What follows belongs to an exercise in optimizing a design on an open flow for small area, a short achievable clock period and few clock cycles; a production flow would make more cautious choices.
Function was checked by simulation only, so behaviour that the tests miss may differ from the original.
Power is estimated from default activity; no workload was simulated.

==> flow/design.v <==
module rvmyth(
   output [9:0] OUT,
   input CLK,
   input reset,
   output [7:0] imem_addr,
   input [31:0] imem_data,
   output dmem_wr_en,
   output [3:0] dmem_addr,
   output [31:0] dmem_wdata,
   input [31:0] dmem_rdata
);
   wire clk = CLK;
   reg  [9:0]  pc;
   reg         ex_wr;         
   reg         ex_ld;         
   reg         ex_st;         
   reg         ex_br;         
   reg         ex_jalr;       
   reg         ex_pred;       
   reg  [2:0]  ex_f3;
   reg  [4:0]  ex_rd;
   reg  [31:0] ex_a;
   reg  [31:0] ex_b;          
   reg  [3:0]  ex_maddr;      
   reg  [9:0]  ex_pc;
   reg         ex_lui, ex_auipc, ex_link;
   reg         ex_auipc_wr;   
   reg         ex_addz;       
   reg  [9:0]  ex_npc;        
   reg         ex_sub, ex_s_add, ex_s_slt, ex_s_sltu, ex_s_xor, ex_s_or, ex_s_and;
   reg         ex_s_sll, ex_s_srl, ex_s_sra, ex_sh5;
   wire [31:0] ex_res;
   wire [31:0] wb_data = ex_ld ? dmem_rdata : ex_res;
   wire [31:0] xr [0:31];
   assign xr[0] = 32'd0;
   genvar gi;
   generate for (gi = 1; gi < 32; gi = gi + 1) begin : g_rf
      reg [31:0] r;
      always @(posedge clk)
         if (reset) r <= gi;
         else if (ex_wr && ex_rd == gi) r <= wb_data;
      assign xr[gi] = r;
   end endgenerate
   wire [31:0] ins = imem_data;
   wire [6:0]  op  = ins[6:0];
   wire [4:0]  op5 = ins[6:2];
   wire [2:0]  f3  = ins[14:12];
   wire        f7b = ins[30];
   wire [4:0]  rd  = ins[11:7];
   wire [4:0]  rs1 = ins[19:15];
   wire [4:0]  rs2 = ins[24:20];
   wire c_i = op5 == 5'b00000 || op5 == 5'b00001 || op5 == 5'b00100 || op5 == 5'b00110 || op5 == 5'b11001;
   wire c_r = op5 == 5'b01011 || op5 == 5'b10100 || op5 == 5'b01100 || op5 == 5'b01101;
   wire c_b = op5 == 5'b11000;
   wire c_u = op5 == 5'b00101 || op5 == 5'b01101;
   wire c_s = op5 == 5'b01000 || op5 == 5'b01001;
   wire c_j = op5 == 5'b11011;
   wire [31:0] imm = c_i ? {{21{ins[31]}}, ins[30:20]} :
                     c_s ? {{21{ins[31]}}, ins[30:25], ins[11:8], ins[7]} :
                     c_b ? {{20{ins[31]}}, ins[7], ins[30:25], ins[11:8], 1'b0} :
                     c_u ? {ins[31:12], 12'b0} :
                     c_j ? {{12{ins[31]}}, ins[19:12], ins[20], ins[30:21], 1'b0} : 32'b0;
   wire is_opi  = op == 7'b0010011;
   wire is_op   = op == 7'b0110011;
   wire is_bra  = op == 7'b1100011 && f3 != 3'b010 && f3 != 3'b011;
   wire is_jal  = op == 7'b1101111;
   wire is_jalr = op == 7'b1100111 && f3 == 3'b000;
   wire is_load = op == 7'b0000011;
   wire is_lui  = op == 7'b0110111;
   wire is_auipc= op == 7'b0010111;
   wire d_add  = (is_opi && f3 == 3'b000) || (is_op && f3 == 3'b000 && ins[31:25] == 7'b0000000) ||
                 (is_op && f3 == 3'b000 && ins[31:25] == 7'b0100000) || is_load || c_s;
   wire d_sub  = is_op && f3 == 3'b000 && f7b;
   wire d_slt  = (is_opi && f3 == 3'b010) || (is_op && f3 == 3'b010 && ins[31:25] == 7'b0);
   wire d_sltu = (is_opi && f3 == 3'b011) || (is_op && f3 == 3'b011 && ins[31:25] == 7'b0);
   wire d_xor  = (is_opi && f3 == 3'b100) || (is_op && f3 == 3'b100 && ins[31:25] == 7'b0);
   wire d_or   = (is_opi && f3 == 3'b110) || (is_op && f3 == 3'b110 && ins[31:25] == 7'b0);
   wire d_and  = (is_opi && f3 == 3'b111) || (is_op && f3 == 3'b111 && ins[31:25] == 7'b0);
   wire d_sll  = (is_opi || is_op) && f3 == 3'b001 && !f7b;
   wire d_srl  = (is_opi || is_op) && f3 == 3'b101 && !f7b;
   wire d_sra  = (is_opi || is_op) && f3 == 3'b101 && f7b;
   wire d_sh5  = is_opi ? (f3 == 3'b001 || (f3 == 3'b101 && !f7b)) : (f3 == 3'b101 && !f7b);
   wire rd_valid = c_r || c_i || c_u || c_j;
   wire rs2_used = op5 == 5'b01100 || c_s || c_b;
   wire        ex_redirect;
   wire [9:0]  ex_target;
   wire [31:0] rf1 = xr[rs1];
   wire [31:0] rf2 = xr[rs2];
   wire fa_ex  = ex_wr && ex_rd == rs1;
   wire fb_ex  = ex_wr && ex_rd == rs2;
   wire [31:0] a_val = fa_ex ? wb_data : rf1;
   wire        b_ex  = rs2_used && fb_ex;
   wire [31:0] b_val = b_ex ? wb_data : rs2_used ? rf2 : imm;
   wire        fd_sub = d_sub || d_slt || d_sltu || is_bra;
   wire        stall = (is_load || c_s) && fa_ex;
   wire [5:0]  maddr = rf1[5:0] + imm[5:0];
   wire [10:0] pc4    = {1'b0, pc} + 11'd4;
   wire [9:0]  tgt_b  = pc + {ins[29:25], ins[11:8], 1'b0};
   wire [9:0]  tgt_j  = pc + {ins[29:21], 1'b0};
   wire        pred   = is_bra && ins[31];
   wire        jalr_fast = is_jalr && ex_auipc_wr && ex_rd == rs1;
   wire        ex_sum_zero = (ex_a ^ ex_b) == {ex_a[30:0] | ex_b[30:0], 1'b0};
   wire        br_fast   = is_bra && f3[2:1] == 2'b00 && rs2 == 5'd0 && ex_addz && ex_rd == rs1;
   wire        br_fast_t = f3[0] ^ ex_sum_zero;
   wire [9:0]  jalr_tgt  = ex_pc + ins[29:20];
   wire        go     = !reset && !ex_redirect && !stall;
   always @(posedge clk) begin
      if (reset)            pc <= 10'd0;
      else if (ex_redirect) pc <= ex_target;
      else if (stall)       pc <= pc;
      else if (jalr_fast)   pc <= jalr_tgt;
      else if (is_jal)      pc <= tgt_j;
      else if (br_fast)     pc <= br_fast_t ? tgt_b : pc4[9:0];
      else if (pred)        pc <= tgt_b;
      else                  pc <= pc4[9:0];
   end
   always @(posedge clk) begin
      ex_wr   <= go && rd_valid && rd != 5'd0;
      ex_ld   <= go && is_load;
      ex_st   <= go && c_s;
      ex_br   <= go && is_bra && !br_fast;
      ex_jalr <= go && is_jalr && !jalr_fast;
      ex_auipc_wr <= go && is_auipc && rd != 5'd0;
      ex_addz <= go && rd != 5'd0 && ((is_opi && f3 == 3'b000) || (is_op && f3 == 3'b000 && ins[31:25] == 7'b0));
      ex_pred <= pred;
      ex_f3   <= f3;
      ex_rd   <= rd;
      ex_a    <= a_val;
      ex_b    <= b_val ^ {32{fd_sub}};
      ex_maddr <= maddr[5:2];
      ex_pc   <= pc;
      ex_lui  <= is_lui;
      ex_auipc <= is_auipc;
      ex_link <= is_jal || is_jalr;
      ex_npc  <= pred ? pc4[9:0] : tgt_b;
      ex_sub  <= fd_sub;
      ex_s_add <= d_add || d_sub;
      ex_s_slt <= d_slt;
      ex_s_sltu <= d_sltu;
      ex_s_xor <= d_xor;
      ex_s_or  <= d_or;
      ex_s_and <= d_and;
      ex_s_sll <= d_sll;
      ex_s_srl <= d_srl;
      ex_s_sra <= d_sra;
      ex_sh5   <= d_sh5;
   end
   wire [10:0] ex_pc4 = {1'b0, ex_pc} + 11'd4;
   wire [32:0] sum = {1'b0, ex_a} + {1'b0, ex_b} + {32'd0, ex_sub};
   wire ltu = !sum[32];
   wire lt  = (ex_a[31] == ex_b[31]) ? ex_a[31] : ltu;
   wire eq  = &(ex_a ^ ex_b);
   wire [5:0] sh = {ex_sh5 & ex_b[5], ex_b[4:0]};
   wire [31:0] a_rev, shr_rev;
   genvar gb;
   generate for (gb = 0; gb < 32; gb = gb + 1) begin : g_rev
      assign a_rev[gb] = ex_a[31-gb];
      assign shr_rev[gb] = shr[31-gb];
   end endgenerate
   wire [31:0] sh_in = ex_s_sll ? a_rev : ex_a;
   wire        fill  = ex_s_sra & ex_a[31];
   wire [63:0] shr64 = {{32{fill}}, sh_in} >> sh[4:0];
   wire [31:0] shr   = sh[5] ? {32{fill}} : shr64[31:0];
   assign ex_res = ({32{ex_s_add}}  & sum[31:0]) |
                   ({32{ex_s_slt}}  & {31'd0, lt}) |
                   ({32{ex_s_sltu}} & {31'd0, ltu}) |
                   ({32{ex_s_xor}}  & (ex_a ^ ex_b)) |
                   ({32{ex_s_or}}   & (ex_a | ex_b)) |
                   ({32{ex_s_and}}  & (ex_a & ex_b)) |
                   ({32{ex_s_sll}}  & shr_rev) |
                   ({32{ex_s_srl | ex_s_sra}} & shr) |
                   ({32{ex_lui}}    & {ex_b[31:12], 12'd0}) |
                   ({32{ex_auipc}}  & {ex_b[31:12], 2'b00, ex_pc}) |
                   ({32{ex_link}}   & {21'd0, ex_pc4});
   wire taken = (ex_f3 == 3'b000) ? eq :
                (ex_f3 == 3'b001) ? !eq :
                (ex_f3 == 3'b100) ? lt :
                (ex_f3 == 3'b101) ? !lt :
                (ex_f3 == 3'b110) ? ltu : !ltu;
   assign ex_redirect = ex_jalr || (ex_br && (taken != ex_pred));
   assign ex_target   = ex_jalr ? sum[9:0] : ex_npc;
   assign imem_addr  = pc[9:2];
   assign dmem_wr_en = ex_st;
   assign dmem_addr  = ex_maddr;
   assign dmem_wdata = ex_b;
   assign OUT        = xr[17][9:0];
endmodule
clock: 10.0 ns
lec_check: 0
cap_margin: 20
core_margin: 2
core_utilization: 30
place_density: 0.45
slew_margin: 20
standard.sh (not shown) runs the stock make flow with config.mk's settings and CLKGATE_MAP_FILE= SYNTH_SCRIPT=/design/flow/synth_recipe.tcl, a recipe that flattens the netlist after the stock synthesis.
==> flow/flow/run.sh <==
#!/bin/bash
set -euo pipefail
bash standard.sh SETUP_SLACK_MARGIN=6.4 MATCH_CELL_FOOTPRINT=0 \
  "BUFFER_PORTS_ARGS=-buffer_cell sky130_fd_sc_hd__buf_4" \
  "CTS_ARGS=-sink_clustering_enable -repair_clock_nets -dont_use_dummy_load -buf_list {sky130_fd_sc_hd__clkbuf_4 sky130_fd_sc_hd__clkbuf_8}" \
  finish > make_finish.log 2>&1
The first run completed without violations.
Testbench counts at the start, summed over its fixed seeds: cycles 90,365.
==> next run, changes <==
--- a/flow/flow/run.sh
+++ b/flow/flow/run.sh
@@ -3 +3 @@
-bash standard.sh SETUP_SLACK_MARGIN=6.4 MATCH_CELL_FOOTPRINT=0 \
+bash standard.sh SETUP_SLACK_MARGIN=6.2 MATCH_CELL_FOOTPRINT=0 \
The changed run completed without violations; total power drops slightly; synthesized area is unchanged; global-route usage decreases by 1.2 points; critical path depth goes down by 6; core utilization is lower by 2.6 points; via count decreases by a few percent; routed wire length fell by a few percent.
==> next run, changes <==
--- a/flow/flow/run.sh
+++ b/flow/flow/run.sh
@@ -3 +3 @@
-bash standard.sh SETUP_SLACK_MARGIN=6.2 MATCH_CELL_FOOTPRINT=0 \
+bash standard.sh SETUP_SLACK_MARGIN=6.0 MATCH_CELL_FOOTPRINT=0 \
=> The changed run completed with no timing, DRC or antenna violations; final cell count falls by 0.71%; worst setup slack gets worse by 0.15 ns; final area falls by 2.6%; via count falls by 0.65%.
==> next run, changes <==
==> flow/flow/run.sh (replaced) <==
#!/bin/bash
set -euo pipefail
bash standard.sh SETUP_SLACK_MARGIN=6.3 MATCH_CELL_FOOTPRINT=0 \
  "BUFFER_PORTS_ARGS=-buffer_cell sky130_fd_sc_hd__buf_4" finish > make_finish.log 2>&1
After rerunning:
- core utilization went up by 4.1 points
- fmax went up by 1.6%
- count of clock-buffer cells in the layout went down by 13

[what the ideal ports hide]
How much do the figures lean on ideal ports? The routed layouts below were timed once more, with nothing changed but the port constraints.
Step 1, drivers: a clkbuf_16 drives CLK and a buf_2 each remaining input, both assumed.
Step 2 times the ports against the registers' clock, not the clock port: input delays grow and output delays shrink by t, the midpoint of the rising clock arrivals with the driver on.
Slacks: no drivers / after step 1 / after step 2; pairs: no drivers / after step 1.
run	t (ns)	setup slack, ns	latest minus earliest clock arrival (ns)
the first run	1.081	6.107 / 6.053 / 5.071	0.160 / 0.160
the second run	1.079	6.043 / 5.994 / 4.915	0.134 / 0.134
the third run	1.075	5.897 / 5.827 / 4.753	0.125 / 0.125
the fourth run	0.935	5.963 / 5.872 / 4.936	0.049 / 0.049
After both steps every run listed still meets setup and hold. The setup slack of the third run, which loses most, moves by -0.070 ns with the drivers and by -1.144 ns with both steps.
